This is an optimization exercise on Yosys and OpenROAD, whose aim is small area and a short achievable clock period, not a production implementation.
At most, simulation tests tie the RTL to the original design; equivalence was not proved.
Power figures rest on the tool's default switching activity, not on a simulated workload.

==> inputs of v9 <==
==> flow/design.v <==
module comparator#(parameter WIDTH = 16)
(
	input [WIDTH-1:0] a,
	input [WIDTH-1:0] b,
	output o
);
reg [WIDTH-1:0] gg, pp;
integer w, x;
always@(*)
	begin
		gg = b & ~a;
		pp = b | ~a;
		for(w = WIDTH; w > 1; w = w / 2)
			for(x = 0; x < w / 2; x = x + 1)
				begin
					gg[x] = gg[2*x+1] | (pp[2*x+1] & gg[2*x]);
					pp[x] = pp[2*x+1] & pp[2*x];
				end
	end
assign o = gg[0] | pp[0];
endmodule
module sorter#
(
	parameter WIDTH = 16
)
(
	input clk,
	input rst,
	input [WIDTH-1:0] d1,
	input [WIDTH-1:0] d2,
	input [WIDTH-1:0] d3,
	input [WIDTH-1:0] d4,
	input start,
	input [1:0]M,
	output reg done,
	output [4*WIDTH-1:0]y
);
reg [1:0] cnt;       
reg v_r;             
reg first_r;         
reg last_r;          
wire first = ~M[0] | (cnt == 2'd0);
wire last  = ~M[0] | (cnt == 2'd3);
always@(posedge clk, negedge rst)
	begin
		if(!rst)
			begin
				cnt <= 0;
				v_r <= 0;
				first_r <= 0;
				last_r <= 0;
				done <= 0;
			end
		else
			begin
				if(start && M[0])
					cnt <= cnt + 1'b1;
				v_r <= start;
				first_r <= start & first;
				last_r <= start & last;
				done <= last_r;
			end
	end
wire [WIDTH-1:0] d [0:3];
assign d[0] = d1;
assign d[1] = d2;
assign d[2] = d3;
assign d[3] = d4;
wire le_d [0:3][0:3];
genvar gi, gj;
generate
	for(gi = 0; gi < 4; gi = gi + 1)
		for(gj = gi + 1; gj < 4; gj = gj + 1)
			begin: cmp_d
				comparator#(.WIDTH(WIDTH)) u(.a(d[gi]), .b(d[gj]), .o(le_d[gi][gj]));
			end
endgenerate
reg bf [0:3][0:3];    
reg oh [0:3][0:3];    
reg x0, x1, x2;
integer i, j, k, p;
always@(*)
	begin
		for(i = 0; i < 4; i = i + 1)
			for(j = 0; j < 4; j = j + 1)
				if(i < j)
					bf[i][j] = le_d[i][j];
				else if(i > j)
					bf[i][j] = ~le_d[j][i];
				else
					bf[i][j] = 1'b0;
		for(j = 0; j < 4; j = j + 1)
			begin
				x0 = bf[(j+1)%4][j];
				x1 = bf[(j+2)%4][j];
				x2 = bf[(j+3)%4][j];
				oh[j][0] = ~x0 & ~x1 & ~x2;
				oh[j][1] = (x0 & ~x1 & ~x2) | (~x0 & x1 & ~x2) | (~x0 & ~x1 & x2);
				oh[j][2] = (~x0 & x1 & x2) | (x0 & ~x1 & x2) | (x0 & x1 & ~x2);
				oh[j][3] = x0 & x1 & x2;
			end
	end
reg [WIDTH-1:0] g [0:3];
reg oh_r [0:3][0:3];
always@(posedge clk)
	begin
		for(j = 0; j < 4; j = j + 1)
			begin
				g[j] <= d[j];
				for(p = 0; p < 4; p = p + 1)
					oh_r[j][p] <= oh[j][p];
			end
	end
reg [WIDTH-1:0] h [0:3];
always@(*)
	begin
		for(p = 0; p < 4; p = p + 1)
			begin
				h[p] = 0;
				for(j = 0; j < 4; j = j + 1)
					h[p] = h[p] | ({WIDTH{oh_r[j][p]}} & g[j]);
			end
	end
reg [WIDTH-1:0] s [0:3];
assign y = {s[3], s[2], s[1], s[0]};
reg c [0:3][0:3];
wire le_sh [0:3][0:3];
generate
	for(gi = 0; gi < 4; gi = gi + 1)
		for(gj = 0; gi + gj < 4; gj = gj + 1)
			begin: cmp_sh
				comparator#(.WIDTH(WIDTH)) u(.a(s[gi]), .b(h[gj]), .o(le_sh[gi][gj]));
			end
endgenerate
reg sel;
reg [WIDTH-1:0] nxt [0:3];
always@(*)
	begin
		for(k = 0; k < 4; k = k + 1)
			for(j = 0; j < 4; j = j + 1)
				c[k][j] = (k + j <= 3) ? (~v_r | (~first_r & le_sh[k][j])) : 1'b0;
		for(p = 0; p < 4; p = p + 1)
			begin
				nxt[p] = 0;
				for(k = 0; k <= p; k = k + 1)
					begin
						sel = c[k][p-k];
						if(p - k >= 1)
							sel = sel & ~c[k][p-k-1];
						nxt[p] = nxt[p] | ({WIDTH{sel}} & s[k]);
					end
				for(j = 0; j <= p; j = j + 1)
					begin
						sel = ~c[p-j][j];
						if(p - j >= 1)
							sel = sel & c[p-j-1][j];
						nxt[p] = nxt[p] | ({WIDTH{sel}} & h[j]);
					end
			end
	end
always@(posedge clk)
	begin
		s[0] <= nxt[0];
		s[1] <= nxt[1];
		s[2] <= nxt[2];
		s[3] <= nxt[3];
	end
endmodule
==> flow/flow/run.sh <==
#!/bin/bash
# Standard ORFS layout, with two changes: port buffers use the small
# buf_1 cell (repair resizes them where timing needs it), and timing repair
# aims for extra setup slack.
set -euo pipefail
MARGIN=$(cat flow/margin.txt)
bash standard.sh \
	"BUFFER_PORTS_ARGS=-buffer_cell sky130_fd_sc_hd__buf_1" \
	"SETUP_SLACK_MARGIN=$MARGIN" \
	finish > standard.log 2>&1
==> flow/flow/margin.txt <==
6.5
==> flow/standard.sh <==
#!/bin/bash
# synth_recipe.tcl (not shown) runs the flow's synth.tcl, then flattens the netlist and writes it again
# the make line also repeats each setting of config.mk as NAME=value (left out here)
make -C /OpenROAD-flow-scripts/flow DESIGN_CONFIG=/design/flow/config.mk WORK_HOME=/design/flow/orfs CLKGATE_MAP_FILE= SYNTH_SCRIPT=/design/flow/synth_recipe.tcl "${@:-finish}"
==> flow/config.mk <==
export PLATFORM = sky130hd
export DESIGN_NAME = sorter
export DESIGN_NICKNAME = sorter
export VERILOG_FILES = /design/flow/design.v
export SDC_FILE = /design/flow/constraint.sdc
export NUM_CORES = 4
export LEC_CHECK = 0
export CAP_MARGIN = 20
export CORE_MARGIN = 2
export CORE_UTILIZATION = 30
export SLEW_MARGIN = 20
export SYNTH_HIERARCHICAL = 1
export SYNTH_MINIMUM_KEEP_SIZE = 0
==> flow/constraint.sdc <==
create_clock -name core_clock -period 10.0 [get_ports {clk}]
set_input_delay 2.0000 -clock core_clock [delete_from_list [all_inputs] [get_ports {clk}]]
set_output_delay 2.0000 -clock core_clock [all_outputs]
set_load 0.01 [all_outputs]
==> inputs of v35, as changes to v9 <==
==> flow/design.v, changed modules only <==
module sorter#
(
	parameter WIDTH = 16
)
(
	input clk,
	input rst,
	input [WIDTH-1:0] d1,
	input [WIDTH-1:0] d2,
	input [WIDTH-1:0] d3,
	input [WIDTH-1:0] d4,
	input start,
	input [1:0]M,
	output reg done,
	output [4*WIDTH-1:0]y
);
reg [1:0] cnt;       
reg v_r;             
reg first_r;         
reg last_r;          
wire first = ~M[0] | (cnt == 2'd0);
wire last  = ~M[0] | (cnt == 2'd3);
always@(posedge clk, negedge rst)
	begin
		if(!rst)
			begin
				cnt <= 0;
				v_r <= 0;
				first_r <= 0;
				last_r <= 0;
				done <= 0;
			end
		else
			begin
				if(start && M[0])
					cnt <= cnt + 1'b1;
				v_r <= start;
				first_r <= start & first;
				last_r <= start & last;
				done <= last_r;
			end
	end
reg [WIDTH-1:0] g [0:3];
always@(posedge clk)
	begin
		g[0] <= d1;
		g[1] <= d2;
		g[2] <= d3;
		g[3] <= d4;
	end
reg [WIDTH-1:0] s [0:3];
assign y = {s[3], s[2], s[1], s[0]};
reg c [0:3][0:3];
reg b [0:3][0:3];
reg [2:0] ns;         
reg [2:0] ng;         
reg [WIDTH-1:0] nxt [0:3];
integer i, j, k, p;
always@(*)
	begin
		for(j = 0; j < 4; j = j + 1)
			for(k = 0; k < 4; k = k + 1)
				c[j][k] = ~v_r | (~first_r & (s[k] <= g[j]));
		for(i = 0; i < 4; i = i + 1)
			for(j = 0; j < 4; j = j + 1)
				b[i][j] = (i < j) ? (g[i] <= g[j]) : 1'b0;
		for(p = 0; p < 4; p = p + 1)
			nxt[p] = 0;
		for(j = 0; j < 4; j = j + 1)
			begin
				ns = c[j][0] + c[j][1] + c[j][2] + c[j][3];
				ng = 0;
				for(i = 0; i < 4; i = i + 1)
					if(i < j)
						ng = ng + b[i][j];
					else if(i > j)
						ng = ng + !b[j][i];
				for(p = 0; p < 4; p = p + 1)
					if(ns + ng == p)
						nxt[p] = nxt[p] | g[j];
			end
		for(k = 0; k < 4; k = k + 1)
			begin
				ng = !c[0][k] + !c[1][k] + !c[2][k] + !c[3][k];
				for(p = k; p < 4; p = p + 1)
					if(ng == p - k)
						nxt[p] = nxt[p] | s[k];
			end
	end
always@(posedge clk)
	begin
		s[0] <= nxt[0];
		s[1] <= nxt[1];
		s[2] <= nxt[2];
		s[3] <= nxt[3];
	end
endmodule
// module comparator removed
==> flow/run.sh (new file) <==
#!/bin/bash
# synth_recipe.tcl (not shown) runs the flow's synth.tcl, then flattens the netlist and writes it again
# the make line also repeats each setting of config.mk as NAME=value (left out here)
make -C /OpenROAD-flow-scripts/flow DESIGN_CONFIG=/design/flow/config.mk WORK_HOME=/design/flow/orfs CLKGATE_MAP_FILE= SYNTH_SCRIPT=/design/flow/synth_recipe.tcl finish
--- a/flow/config.mk
+++ b/flow/config.mk
@@ -9,5 +9,3 @@
 export CORE_MARGIN = 2
-export CORE_UTILIZATION = 30
+export CORE_UTILIZATION = 40
 export SLEW_MARGIN = 20
-export SYNTH_HIERARCHICAL = 1
-export SYNTH_MINIMUM_KEEP_SIZE = 0
removed: flow/flow/run.sh
removed: flow/flow/margin.txt
removed: flow/standard.sh
==> run notes <==
outcome no timing/DRC/antenna violations; vias in the first global route 11,100; Synth Area in Adders 7.74%; combinational share of power 47.4%; switching part of the total 46.1%; Slew @ Worst Pin 785 ps; core area 0.0367 mm2; CP dominant cell by count nand3_1; post-synth top area cell dfxtp_1; Pint 1.87 mW; CTS Sinks 150; Synth Warn # 24; Well Taps 468; nets 1,571; Tot GR Track Use 21.1%; Met3 Routed Length 4240 um
The numbers above come from v9.

==> run notes <==
outcome no timing/DRC/antenna violations; Synth Warn # 6; Slew @ Worst Pin 1030 ps; CTS Sinks 134; Tot GR Track Use 30.0%; CP dominant cell by count fa_1; Pint 2.34 mW; Met3 Routed Length 4980 um; core area 0.0334 mm2; vias in the first global route 13,300; switching part of the total 49.5%; Synth Area in Adders 36.4%; combinational share of power 62.2%; Well Taps 448
The numbers above come from v35.

For v35, only the layout was checked, not whether the RTL still works.

port drivers added, routing unchanged:
In the flow no input, the clock included, has a driving cell. The finished layouts below were timed again as built, in two steps. Step 1 assumes that a clkbuf_16 drives the clock port and a buf_2 every other input. Step 2 times the ports against the registers' clock, not the clock port: input delays grow and output delays shrink by t, the midpoint of the rising clock arrivals with the driver on. a / b / c = ideal ports / drivers / drivers and shift; a / b = the first two.
run | t (ns) | setup slack, ns | latest minus earliest clock arrival (ns) | cell pins on the clock port's net
v9 | 0.477 | 6.585 / 6.568 / 6.129 | 0.011 / 0.012 | 1
v35 | 0.501 | 3.718 / 3.718 / 3.718 | 0.020 / 0.020 | 1
After both steps setup and hold are still met in every run listed. The setup slack of v9, which loses most, moves by -0.017 ns with the drivers and by -0.456 ns with both steps.
